From an optimization exercise on the open Yosys and OpenROAD flow, aimed at a short achievable clock period and few clock cycles; shortcuts taken in it are not production practice.
Function was checked by simulation only, so behaviour that the tests miss may differ from the original.
Power is estimated from default activity; no workload was simulated.

===== flow/config.mk =====
export PLATFORM = sky130hd
export DESIGN_NAME = processor
export DESIGN_NICKNAME = processor
export VERILOG_FILES = /design/flow/design.v
export SDC_FILE = /design/flow/constraint.sdc
export NUM_CORES = 4
export LEC_CHECK = 0
export CAP_MARGIN = 20
export CORE_MARGIN = 2
export CORE_UTILIZATION = 25
export PLACE_DENSITY = 0.33
export SLEW_MARGIN = 20
export SYNTH_HIERARCHICAL = 1
export TNS_END_PERCENT = 10

===== flow/constraint.sdc =====
create_clock -name core_clock -period 150.0 [get_ports {clk}]
set_input_delay 30.0000 -clock core_clock [delete_from_list [all_inputs] [get_ports {clk}]]
set_output_delay 30.0000 -clock core_clock [all_outputs]
set_load 0.01 [all_outputs]

===== flow/design.v =====
`default_nettype none
module processor( input         clk, reset,
                  output [31:0] PC,
                  input  [31:0] instruction,
                  output        WE,
                  output [31:0] address_to_mem,
                  output [31:0] data_to_mem,
                  input  [31:0] data_from_mem
                );
    localparam W = 6;
    reg rst_r;
    always @(posedge clk) rst_r <= reset;
    reg         c_v   [0:31];
    reg  [4:0]  c_tag [0:31];
    reg  [31:0] c_ins [0:31];
    reg  [31:0] jr_tgt;                      
    reg  [31:0] pfa_r;
    wire [31:0] pfa = rst_r ? 32'd0 : pfa_r;
    reg  [31:0] pc_o;                        
    assign PC = pc_o;
    reg  [31:0] fill_ins;
    reg  [9:0]  fill_a;
    reg         fill_v;
    always @(posedge clk) begin
        fill_ins <= instruction;
        fill_a   <= pfa[11:2];
        fill_v   <= ~reset;
    end
    reg  [31:0] fpc_r;
    wire [31:0] fpc = rst_r ? 32'd0 : fpc_r;
    function [31:0] ftgt(input [31:0] ir, input [31:0] pc);
        if (ir[6:0] == 7'b1100111)
            ftgt = jr_tgt;
        else if (ir[6:0] == 7'b1101111)
            ftgt = pc + {{12{ir[31]}}, ir[19:12], ir[20], ir[30:21], 1'b0};
        else
            ftgt = pc + {{20{ir[31]}}, ir[7], ir[30:25], ir[11:8], 1'b0};
    endfunction
    function dep(input [31:0] ii, input wi, input [31:0] ij, input u1, input u2);
        dep = wi && ii[11:7] != 5'd0 &&
              ((u1 && ij[19:15] == ii[11:7]) || (u2 && ij[24:20] == ii[11:7]));
    endfunction
    function ftk(input [31:0] ir);
        ftk = ir[6:0] == 7'b1101111 || ir[6:0] == 7'b1100111 ||
              (ir[6:0] == 7'b1100011 && ir[31]);
    endfunction
    wire [8*32-1:0] ak_i, bk_i;
    wire [8*5-1:0]  ak_t, bk_t;
    wire [7:0]      ak_v, bk_v;
    wire [31:0]     tb;                      
    genvar gb;
    generate
        for (gb = 0; gb < 8; gb = gb + 1) begin : bank
            wire [2:0] offa = gb - fpc[4:2];
            wire [4:0] wa = fpc[6:2] + {2'b00, offa};
            wire [4:0] xa = {wa[4:3], gb[2:0]};
            assign ak_i[32*gb +: 32] = c_ins[xa];
            assign ak_t[5*gb +: 5]   = c_tag[xa];
            assign ak_v[gb]          = c_v[xa];
            wire [2:0] offb = gb - tb[4:2];
            wire [4:0] wb = tb[6:2] + {2'b00, offb};
            wire [4:0] xb = {wb[4:3], gb[2:0]};
            assign bk_i[32*gb +: 32] = c_ins[xb];
            assign bk_t[5*gb +: 5]   = c_tag[xb];
            assign bk_v[gb]          = c_v[xb];
        end
    endgenerate
    wire [32*W-1:0] ap, ai, ag;
    wire [W-1:0]    ah, atk;
    genvar gj, gi;
    generate
        for (gj = 0; gj < W; gj = gj + 1) begin : asl
            wire [31:0] p = fpc + 4 * gj;
            wire [2:0]  bx = fpc[4:2] + gj;
            wire [31:0] ins = ak_i[32*bx +: 32];
            assign ap[32*gj +: 32] = p;
            assign ai[32*gj +: 32] = ins;
            assign ah[gj] = ak_v[bx] && ak_t[5*bx +: 5] == p[11:7];
            assign atk[gj] = ftk(ins);
            assign ag[32*gj +: 32] = ftgt(ins, p);
        end
    endgenerate
    reg  [W-1:0] fold;
    reg  [31:0]  tbr;
    reg          fdn;
    integer fo;
    always @(*) begin
        fold = {W{1'b0}}; tbr = ag[31:0]; fdn = 1'b0;
        for (fo = 0; fo < W; fo = fo + 1)
            if (!fdn) begin
                if (!ah[fo]) fdn = 1'b1;
                else if (atk[fo]) begin
                    fdn = 1'b1;
                    tbr = ag[32*fo +: 32];
                    if (fo < W - 1) fold[fo] = 1'b1;
                end
            end
    end
    assign tb = tbr;
    wire [32*(W-1)-1:0] bp, bi;
    wire [W-2:0]        bh;
    generate
        for (gj = 0; gj < W - 1; gj = gj + 1) begin : bsl
            wire [31:0] p = tb + 4 * gj;
            wire [2:0]  bx = tb[4:2] + gj;
            assign bp[32*gj +: 32] = p;
            assign bi[32*gj +: 32] = bk_i[32*bx +: 32];
            assign bh[gj] = bk_v[bx] && bk_t[5*bx +: 5] == p[11:7];
        end
    endgenerate
    reg  [32*W-1:0] mp, mi;
    reg  [W-1:0]    mh, aft;
    integer mj, mk;
    always @(*) begin
        mp = ap; mi = ai; mh = ah; aft = {W{1'b0}};
        for (mj = 1; mj < W; mj = mj + 1)
            for (mk = 0; mk < mj; mk = mk + 1)
                if (fold[mk]) begin
                    aft[mj] = 1'b1;
                    mp[32*mj +: 32] = bp[32*(mj-mk-1) +: 32];
                    mi[32*mj +: 32] = bi[32*(mj-mk-1) +: 32];
                    mh[mj] = bh[mj-mk-1];
                end
    end
    wire [32*W-1:0] fp, fi, fg;
    wire [W-1:0]    hit, fk, fw, fu1, fu2, fm, fd, fl, fb, s, ff1, ff2;
    generate
        for (gj = 0; gj < W; gj = gj + 1) begin : fsl
            wire [31:0] p = mp[32*gj +: 32];
            wire [31:0] ins = mi[32*gj +: 32];
            assign fp[32*gj +: 32] = p;
            assign fi[32*gj +: 32] = ins;
            assign hit[gj] = mh[gj];
            assign fk[gj]  = ftk(ins);
            assign fg[32*gj +: 32] = aft[gj] ? ftgt(ins, p) : ag[32*gj +: 32];
            predec pd (ins, fw[gj], fu1[gj], fu2[gj], fm[gj], fd[gj], fl[gj], fb[gj]);
            if (gj == 0) begin : s0
                assign s[0]   = hit[0] & fit[0];
                assign ff1[0] = 1'b0;
                assign ff2[0] = 1'b0;
            end else begin : sj
                wire [31:0] pi = fi[32*(gj-1) +: 32];
                assign ff1[gj] = fw[gj-1] && pi[11:7] != 5'd0 && fu1[gj] && ins[19:15] == pi[11:7];
                assign ff2[gj] = fw[gj-1] && pi[11:7] != 5'd0 && fu2[gj] && ins[24:20] == pi[11:7];
                wire [gj-1:0] old;
                wire [gj-1:0] dvs, mms;
                for (gi = 0; gi < gj; gi = gi + 1) begin : dd
                    if (gi < gj - 1) begin : o
                        assign old[gi] = dep(fi[32*gi +: 32], fw[gi], ins, fu1[gj], fu2[gj]);
                    end else begin : n
                        assign old[gi] = 1'b0;
                    end
                    assign dvs[gi] = fd[gi] | fl[gi];
                    assign mms[gi] = fm[gi];
                end
                assign s[gj] = s[gj-1] & hit[gj] & ~(fk[gj-1] & ~fold[gj-1]) & ~(|old) & fit[gj] &
                               (~(ff1[gj] | ff2[gj]) | (fb[gj] & ~fl[gj-1])) &
                               ~((fd[gj] | fl[gj]) & (|dvs)) &
                               ~(fm[gj] & (|mms));
            end
        end
    endgenerate
    localparam NP = 4;
    reg  [5*NP-1:0] pr;                      
    reg  [NP-1:0]   pv;                      
    reg  [NP*W-1:0] ps1, ps2;                
    reg  [W-1:0]    fit;
    reg  [NP-1:0]   pm;
    reg  [4:0]      rr;
    reg             nd;
    integer aj, ao, ak;
    always @(*) begin
        pr = {5*NP{1'b0}}; pv = {NP{1'b0}};
        ps1 = {NP*W{1'b0}}; ps2 = {NP*W{1'b0}};
        fit = {W{1'b1}};
        for (aj = 0; aj < W; aj = aj + 1)
            for (ao = 0; ao < 2; ao = ao + 1) begin
                rr = ao == 0 ? fi[32*aj+15 +: 5] : fi[32*aj+20 +: 5];
                nd = rr != 5'd0 && (ao == 0 ? (fu1[aj] & ~ff1[aj]) : (fu2[aj] & ~ff2[aj]));
                for (ak = 0; ak < NP; ak = ak + 1)
                    pm[ak] = pv[ak] && pr[5*ak +: 5] == rr;
                if (nd) begin
                    if (pm == {NP{1'b0}}) begin
                        if (pv[NP-1]) fit[aj] = 1'b0;
                        for (ak = NP - 1; ak >= 0; ak = ak - 1)
                            if (!pv[ak]) pm = {{NP-1{1'b0}}, 1'b1} << ak;
                        for (ak = 0; ak < NP; ak = ak + 1)
                            if (pm[ak]) begin pv[ak] = 1'b1; pr[5*ak +: 5] = rr; end
                    end
                    if (ao == 0) ps1[NP*aj +: NP] = pm;
                    else         ps2[NP*aj +: NP] = pm;
                end
            end
    end
    reg  [31:0] fnext;
    integer fj;
    always @(*) begin
        fnext = fpc + 32'd4;
        for (fj = 0; fj < W; fj = fj + 1)
            if (s[fj]) fnext = fk[fj] ? fg[32*fj +: 32] : fp[32*fj +: 32] + 32'd4;
    end
    wire        f_wait = fpc[11:2] == pfa[11:2] || (fill_v && fpc[11:2] == fill_a);
    wire [31:0] pf_ahead = pfa - fpc;
    wire [31:0] pfa_nx = (~hit[0] & ~f_wait) ? fpc :
                         (pf_ahead < 32'd32) ? pfa + 32'd4 : pfa;
    always @(posedge clk) begin
        pfa_r <= pfa_nx;
        if (reset) pc_o <= 32'd0;
        else       pc_o <= pfa_nx;
    end
    reg  [W-1:0]    e_v, e_f1, e_f2, e_ds, e_ms, e_fo;
    reg  [32*NP-1:0] e_pval;                
    reg  [NP*W-1:0] e_s1, e_s2;
    reg  [32*W-1:0] e_i, e_p;
    reg  [31:0]     e_pn;                    
    wire [W-1:0] ev = e_v & {W{~rst_r}};
    reg  [31:0] regs [1:31];
    wire [W-1:0]    wr, tk, lw, sw, dr, rm, br, mis, c;
    wire [32*W-1:0] r, n, ma, rav, rbv, fv;
    wire [31:0]     dv_res;
    wire [32*NP-1:0] pval = e_pval;
    function [31:0] psel(input [NP-1:0] sel, input [32*NP-1:0] v);
        integer i;
        begin
            psel = 32'd0;
            for (i = 0; i < NP; i = i + 1)
                psel = psel | (v[32*i +: 32] & {32{sel[i]}});
        end
    endfunction
    generate
        for (gj = 0; gj < W; gj = gj + 1) begin : esl
            wire [31:0] ir = e_i[32*gj +: 32];
            wire [31:0] ra = psel(e_s1[NP*gj +: NP], pval);
            wire [31:0] rb = psel(e_s2[NP*gj +: NP], pval);
            wire [31:0] a, b;
            if (gj == 0) begin : f0
                assign a = ra;
                assign b = rb;
            end else begin : fj
                assign a = e_f1[gj] ? fv[32*(gj-1) +: 32] : ra;
                assign b = e_f2[gj] ? fv[32*(gj-1) +: 32] : rb;
            end
            assign rav[32*gj +: 32] = ra;
            assign rbv[32*gj +: 32] = rb;
            exu x (ir, e_p[32*gj +: 32], ra, rb, a, b, wr[gj], tk[gj], n[32*gj +: 32],
                   r[32*gj +: 32], lw[gj], sw[gj], ma[32*gj +: 32], dr[gj], rm[gj], br[gj]);
            assign fv[32*gj +: 32] = e_ds[gj] ? dv_res : r[32*gj +: 32];
            if (gj < W - 1) begin : m
                assign mis[gj] = ev[gj] & (ev[gj+1] ? (e_fo[gj] ? n[32*gj +: 32] != e_p[32*(gj+1) +: 32] : tk[gj]) :
                                                      (n[32*gj +: 32] != e_pn));
            end else begin : ml
                assign mis[gj] = ev[gj] & (n[32*gj +: 32] != e_pn);
            end
            if (gj == 0) begin : c0
                assign c[0] = ev[0];
            end else begin : cj
                assign c[gj] = ev[gj] & ~(|mis[gj-1:0]);
            end
        end
    endgenerate
    reg  [31:0] e_da, e_db;
    reg         e_drem;
    wire        dgo = |(c & e_ds);
    wire        dv_done;
    divider dv (clk, rst_r, dgo, e_drem, e_da, e_db, dv_done, dv_res);
    reg         ld_ph;
    wire        lgo = |(c & lw);
    wire        stall = (dgo & ~dv_done) | (lgo & ~ld_ph);
    wire        go = ~stall;
    always @(posedge clk) begin
        if (~lgo | go) ld_ph <= 1'b0;
        else           ld_ph <= 1'b1;
    end
    wire [W-1:0] we = c & wr & ~(lw & {W{~ld_ph}}) & ~(dr & {W{~dv_done}});
    function [32:0] wval(input [4:0] q);
        integer i, j;
        reg [W-1:0] sel;
        reg         ld;
        reg [31:0]  v;
        begin
            for (i = 0; i < W; i = i + 1) begin
                sel[i] = we[i] && e_i[32*i+7 +: 5] == q;
                for (j = i + 1; j < W; j = j + 1)
                    if (we[j] && e_i[32*j+7 +: 5] == q) sel[i] = 1'b0;
            end
            ld = |(sel & lw);
            v = 32'd0;
            for (i = 0; i < W; i = i + 1)
                v = v | (fv[32*i +: 32] & {32{sel[i] & ~lw[i]}});
            wval = {|sel, ld ? data_from_mem : v};
        end
    endfunction
    genvar gq;
    generate
        for (gq = 1; gq < 32; gq = gq + 1) begin : wb
            wire [32:0] w = wval(gq);
            always @(posedge clk)
                if (w[32]) regs[gq] <= w[31:0];
        end
    endgenerate
    function [31:0] rnew(input [4:0] a);
        reg [32:0] w;
        begin
            w = wval(a);
            rnew = a == 5'd0 ? 32'd0 : w[32] ? w[31:0] : regs[a];
        end
    endfunction
    reg  [4:0]  dra, drb;
    reg         drm;
    integer k7;
    always @(*) begin
        dra = 5'd0; drb = 5'd0; drm = 1'b0;
        for (k7 = 0; k7 < W; k7 = k7 + 1)
            if (s[k7] & fd[k7]) begin
                dra = fi[32*k7+15 +: 5]; drb = fi[32*k7+20 +: 5]; drm = fi[32*k7+13];
            end
    end
    wire [31:0] dnew_a = rnew(dra);
    wire [31:0] dnew_b = rnew(drb);
    reg  [32*NP-1:0] pnew;
    reg  [32:0]      pw;
    integer k5;
    always @(*) begin
        for (k5 = 0; k5 < NP; k5 = k5 + 1) begin
            pw = wval(pr[5*k5 +: 5]);
            pnew[32*k5 +: 32] = pr[5*k5 +: 5] == 5'd0 ? 32'd0 :
                                pw[32] ? pw[31:0] : regs[pr[5*k5 +: 5]];
        end
    end
    reg         we_r;
    reg  [31:0] addr_r, wdata_r;
    assign WE = we_r;
    assign address_to_mem = addr_r;
    assign data_to_mem = wdata_r;
    wire        sgo = |(c & sw);
    reg  [31:0] mad, sdt;
    integer k3;
    always @(*) begin
        mad = 32'd0; sdt = 32'd0;
        for (k3 = 0; k3 < W; k3 = k3 + 1)
            if (e_ms[k3]) begin mad = ma[32*k3 +: 32]; sdt = rbv[32*k3 +: 32]; end
    end
    always @(posedge clk) begin
        we_r <= go & sgo & ~reset;
        if (sgo | (lgo & ~ld_ph)) addr_r <= mad;
        if (sgo) wdata_r <= sdt;
    end
    wire        redir = go & |(c & mis);
    reg  [31:0] rtgt;
    reg         rjr;
    integer k4;
    always @(*) begin
        rtgt = 32'd0; rjr = 1'b0;
        for (k4 = W - 1; k4 >= 0; k4 = k4 - 1)
            if (mis[k4]) begin
                rtgt = n[32*k4 +: 32];
                rjr = e_i[32*k4 +: 7] == 7'b1100111;
            end
    end
    always @(posedge clk) begin
        if (go) begin
            e_i   <= fi;
            e_p   <= fp;
            e_f1  <= ff1;
            e_f2  <= ff2;
            e_fo  <= fold;
            e_pval <= pnew;
            e_da  <= dnew_a;
            e_db  <= dnew_b;
            e_drem <= drm;
            e_s1  <= ps1;
            e_s2  <= ps2;
            e_ds  <= s & fd;
            e_ms  <= s & fm;
            e_pn  <= fnext;
        end
        if (rst_r | redir) e_v <= {W{1'b0}};
        else if (go)       e_v <= s;
        if (rst_r)             fpc_r <= 32'd0;
        else if (redir)        fpc_r <= rtgt;
        else if (go & s[0])    fpc_r <= fnext;
    end
    wire [4:0]  fwi = fill_a[4:0];
    wire        fhit = c_v[fwi] && c_tag[fwi] == fill_a[9:5];
    integer j;
    always @(posedge clk) begin
        if (rst_r)             jr_tgt <= 32'd0;
        else if (redir & rjr) jr_tgt <= rtgt;
        if (rst_r) begin
            for (j = 0; j < 32; j = j + 1) c_v[j] <= 1'b0;
        end else begin
            if (fill_v & ~fhit) begin
                c_v[fwi]   <= 1'b1;
                c_tag[fwi] <= fill_a[9:5];
                c_ins[fwi] <= fill_ins;
            end
        end
    end
endmodule
module predec ( input [31:0] ir,
                output wr, u1, u2, mem, dr, ld, cbr );
    wire [6:0] opc = ir[6:0];
    wire br  = opc == 7'b1100011;
    wire st  = opc == 7'b0100011;
    wire rr  = opc == 7'b0110011;
    assign ld  = opc == 7'b0000011;
    assign wr  = ~(br | st);
    assign u1  = ~(opc == 7'b0110111 || opc == 7'b0010111 || opc == 7'b1101111);
    assign u2  = br | st | rr;
    assign mem = st | ld;
    assign dr  = rr && (ir[14:12] == 3'b100 || ir[14:12] == 3'b110);
    assign cbr = br;
endmodule
module exu ( input  [31:0] ir, pc, rs1, rs2, ca, cb,
             output        wr,           
             output        taken,
             output [31:0] nxt,          
             output reg [31:0] res,
             output        is_lw, is_sw,
             output [31:0] maddr,
             output        is_dr, is_rem, is_br );
    wire [6:0] opc = ir[6:0];
    wire [2:0] f3  = ir[14:12];
    wire       f7z = ir[31:25] == 7'b0000000;
    wire       f7s = ir[31:25] == 7'b0100000;
    assign is_lw   = opc == 7'b0000011 && f3 == 3'b010;
    wire   is_addi = opc == 7'b0010011 && f3 == 3'b000;
    assign is_sw   = opc == 7'b0100011 && f3 == 3'b010;
    wire   is_r    = opc == 7'b0110011;
    wire   is_add  = is_r && f3 == 3'b000 && f7z;
    wire   is_sub  = is_r && f3 == 3'b000 && f7s;
    wire   is_slt  = is_r && f3 == 3'b010;
    assign is_rem  = is_r && f3 == 3'b110;
    wire   is_and  = is_r && f3 == 3'b111;
    wire   is_div  = is_r && f3 == 3'b100;
    wire   is_srl  = is_r && f3 == 3'b101 && f7z;
    wire   is_sra  = is_r && f3 == 3'b101 && f7s;
    wire   is_sll  = is_r && f3 == 3'b001;
    wire   is_b    = opc == 7'b1100011;
    wire   is_beq  = is_b && f3 == 3'b000;
    wire   is_bne  = is_b && f3 == 3'b001;
    wire   is_blt  = is_b && f3 == 3'b100;
    wire   is_jal  = opc == 7'b1101111;
    wire   is_jalr = opc == 7'b1100111;
    wire   is_lui  = opc == 7'b0110111;
    wire   is_aui  = opc == 7'b0010111;
    assign is_dr   = is_div | is_rem;
    assign is_br   = is_beq | is_bne | is_blt | is_jal | is_jalr;
    assign wr = is_lw | is_addi | is_add | is_sub | is_slt | is_and | is_dr |
                is_srl | is_sra | is_sll | is_jal | is_jalr | is_lui | is_aui;
    wire [31:0] immI = {{20{ir[31]}}, ir[31:20]};
    wire [31:0] immS = {{20{ir[31]}}, ir[31:25], ir[11:7]};
    wire [31:0] immB = {{20{ir[31]}}, ir[7], ir[30:25], ir[11:8], 1'b0};
    wire [31:0] immU = {ir[31:12], 12'd0};
    wire [31:0] immJ = {{12{ir[31]}}, ir[19:12], ir[20], ir[30:21], 1'b0};
    wire [31:0] sum_ri = rs1 + immI;
    wire        lt     = (rs1[31] ^ rs2[31]) ? rs1[31] : (rs1 < rs2);
    wire        clt    = (ca[31] ^ cb[31]) ? ca[31] : (ca < cb);
    wire        eq     = ca == cb;
    wire        shbig  = |rs2[31:5];
    wire [31:0] srl_r  = shbig ? 32'd0 : rs1 >> rs2[4:0];
    wire [31:0] sll_r  = shbig ? 32'd0 : rs1 << rs2[4:0];
    wire [31:0] sra_r  = shbig ? {32{rs1[31]}} :
                         (srl_r | ({32{rs1[31]}} & ~(32'hffffffff >> rs2[4:0])));
    wire [31:0] pc4    = pc + 32'd4;
    wire [31:0] pcimm  = pc + (is_aui ? immU : is_jal ? immJ : immB);
    always @(*) begin
        res = 32'd0;
        if (is_addi)          res = sum_ri;
        if (is_add)           res = rs1 + rs2;
        if (is_sub)           res = rs1 - rs2;
        if (is_slt)           res = {31'd0, lt};
        if (is_and)           res = rs1 & rs2;
        if (is_srl)           res = srl_r;
        if (is_sra)           res = sra_r;
        if (is_sll)           res = sll_r;
        if (is_jal | is_jalr) res = pc4;
        if (is_lui)           res = immU;
        if (is_aui)           res = pcimm;
    end
    assign taken = is_jal | is_jalr | (is_beq & eq) | (is_bne & ~eq) | (is_blt & clt);
    assign nxt   = taken ? (is_jalr ? sum_ri : pcimm) : pc4;
    assign maddr = is_sw ? rs1 + immS : sum_ri;
endmodule
module divider ( input clk, rst, go, is_rem,
                 input [31:0] rs1, rs2,
                 output done,
                 output [31:0] res );
    parameter  DK = 6;                       
    localparam NB = (32 + DK - 1) / DK;      
    localparam WA = DK * NB;                 
    localparam [1:0] D_IDLE = 2'd0, D_PREP = 2'd1, D_ITER = 2'd2, D_FIX = 2'd3;
    reg  [1:0]  st;
    reg  [2:0]  cnt;                         
    reg  [31:0] dr, da, dq, dbv;
    reg  [WA-33:0] dx;                       
    reg         negq, negr, isrem;
    wire        sa = rs1[31];
    wire        sb = rs2[31];
    wire        bz = rs2 == 32'd0;
    wire        neg0 = (sa | sb) & ~bz;
    wire        idle = st == D_IDLE;
    wire [31:0] pa = idle ? rs1 : da;
    wire [31:0] pb = idle ? rs2 : dbv;
    reg  [2:0]  nblk;
    reg  [31:0] r0;
    reg  [WA-1:0] a0;
    reg         fnd;
    integer m;
    always @(*) begin
        nblk = NB - 1; r0 = 32'd0; a0 = {{WA-32{1'b0}}, pa} << (WA - DK * NB);
        fnd = 1'b0;
        for (m = 0; m < NB - 1; m = m + 1)
            if (!fnd && (pa >> (DK * (m + 1))) < pb) begin
                fnd  = 1'b1;
                nblk = m;
                r0   = pa >> (DK * (m + 1));
                a0   = {{WA-32{1'b0}}, pa} << (WA - DK * (m + 1));
            end
    end
    wire        iter = st == D_ITER;
    wire [31:0] st_r = iter ? dr : r0;
    wire [WA-1:0] st_a = iter ? {da, dx} : a0;
    wire [31:0] st_q = iter ? dq : 32'd0;
    wire [33:0] b3 = {2'b00, pb} + {1'b0, pb, 1'b0};
    reg  [31:0] nr, nq;
    reg  [WA-1:0] na;
    reg  [33:0] rr;
    reg  [34:0] t1, t2, t3;
    integer k;
    always @(*) begin
        nr = st_r; na = st_a; nq = st_q;
        for (k = 0; k < DK / 2; k = k + 1) begin
            rr = {nr, na[WA-1], na[WA-2]};
            t1 = {1'b0, rr} - {3'b000, pb};
            t2 = {1'b0, rr} - {2'b00, pb, 1'b0};
            t3 = {1'b0, rr} - {1'b0, b3};
            if (!t3[34])      begin nr = t3[31:0]; nq = {nq[29:0], 2'd3}; end
            else if (!t2[34]) begin nr = t2[31:0]; nq = {nq[29:0], 2'd2}; end
            else if (!t1[34]) begin nr = t1[31:0]; nq = {nq[29:0], 2'd1}; end
            else              begin nr = rr[31:0]; nq = {nq[29:0], 2'd0}; end
            na = na << 2;
        end
    end
    wire        cur_rem  = idle ? is_rem : isrem;
    wire        cur_neg  = cur_rem ? negr : negq;
    wire        blk_last = iter ? (cnt == 3'd0) : (nblk == 3'd0);
    wire [31:0] blk_res  = cur_rem ? nr : nq;
    assign done = idle ? (bz | (~neg0 & blk_last)) :
                  (st == D_FIX) ? 1'b1 : (blk_last & ~cur_neg);
    assign res  = (st == D_FIX) ? -dr :
                  (idle & bz) ? (is_rem ? rs1 : 32'hffffffff) :
                  blk_res;
    always @(posedge clk) begin
        if (rst | ~go | done) begin
            st <= D_IDLE;
        end else begin
            case (st)
            D_IDLE: begin
                negq  <= sa ^ sb;
                negr  <= sa;
                isrem <= is_rem;
                if (neg0) begin
                    st  <= D_PREP;
                    da  <= sa ? -rs1 : rs1;
                    dbv <= sb ? -rs2 : rs2;
                end else begin
                    st  <= D_ITER;
                    cnt <= nblk - 3'd1;
                    dbv <= rs2;
                    dr  <= nr;
                    {da, dx} <= na;
                    dq  <= nq;
                end
            end
            default: begin
                if (blk_last) begin
                    st <= D_FIX;
                    dr <= blk_res;
                end else begin
                    st  <= D_ITER;
                    cnt <= iter ? cnt - 3'd1 : nblk - 3'd1;
                    dr  <= nr;
                    {da, dx} <= na;
                    dq  <= nq;
                end
            end
            endcase
        end
    end
endmodule
`default_nettype wire

===== flow/flow/run.sh =====
#!/bin/bash
set -euo pipefail
MARGIN=$(cat "$(dirname "$0")/margin.txt")
bash standard.sh SETUP_SLACK_MARGIN="$MARGIN" finish > make_finish.log 2>&1

===== flow/flow/margin.txt =====
117

===== flow/standard.sh =====
#!/bin/bash
# synth_recipe.tcl (not shown) runs the flow's synth.tcl, then flattens the netlist and writes it again
# the make line also repeats each setting of config.mk as NAME=value (left out here)
make -C /OpenROAD-flow-scripts/flow DESIGN_CONFIG=/design/flow/config.mk WORK_HOME=/design/flow/orfs CLKGATE_MAP_FILE= SYNTH_SCRIPT=/design/flow/synth_recipe.tcl "${@:-finish}"

==> summary.txt <==
-- power groups by stage --
| stage | Clock, W | Combinational (W) | Sequential, W |
|---|---|---|---|
| 2_1_floorplan | 0 | 0.00301 | 0.00110 |
| 3_5_place_dp | 0 | 0.00576 | 0.00113 |
| 3_3_place_gp | 0 | 0.00574 | 0.00113 |
| 4_1_cts | 0.00121 | 0.00580 | 0.00111 |
-- routing by layer --
layer / overflow / global-route usage
met5: 0 / 0.1934
met4: 57 / 0.6419
met3: 17 / 0.4269
met2: 49 / 0.8060
met1: 2 / 0.6804
-- worst max-delay path by stage --
stage                             to  slack [ns]  depth (start not counted)
after floorplan           e_pval[11]      117.14                        126
after global placement      e_da[17]      107.83                         95
after detailed placement     e_db[7]      111.54                         98
after CTS                   e_da[22]      117.00                        101
-- per-stage QoR --
stage,util,std cells,worst slack [ns]
after CTS,0.2908,74690,117.00
after detailed placement,0.2807,73790,111.54
after global placement,0.2795,73710,107.83
after floorplan,-,52330,117.14
-- what timing repair did --
item	4_1_cts
endpoints found under the setup margin	3158
cloned	3
setup buffers	41
resized for setup	202
pin swaps	19
==> results.json <==
{
  "grt_max_degree": 125,
  "grt_first_pass_wirelength_mm": 7135,
  "numPortBuffers": 162,
  "last-stage-reached": "5_1_grt",
  "cts_buffer_depth": 5,
  "grt_use_total": 0.6424,
  "cts_buffers": 460,
  "ioPinCount": 163,
  "outcome": "stopped before the end",
  "post_dp_cell_area_um2": 473300,
  "die_w_mm": 1.304,
  "firstError": "[ERROR GRT-0116] Global routing finished with congestion. Check the congestion regions in the DRC Viewer.",
  "grt_pass1_vias": 568300,
  "syn_area_per_cell_um2": 8.076,
  "dp_hpwl_mm": 4040,
  "start_util": 0.2507,
  "die_h_mm": 1.304,
  "synthCells": 52330,
  "netlist_area_um2": 422600,
  "globalRoute.totalOverflow": 125,
  "numClockSinks": 3260,
  "rows": 477,
  "ctsHoldBuffers": 0,
  "routabilityCongestion": 1.206,
  "cts_max_level": 5,
  "postSynthNetCount": 54210,
  "clk_root_buffer_cell": "clkbuf_16",
  "yosysWarnings": 42
}
Testbench counts, summed over its fixed seeds: cycles 11,360.
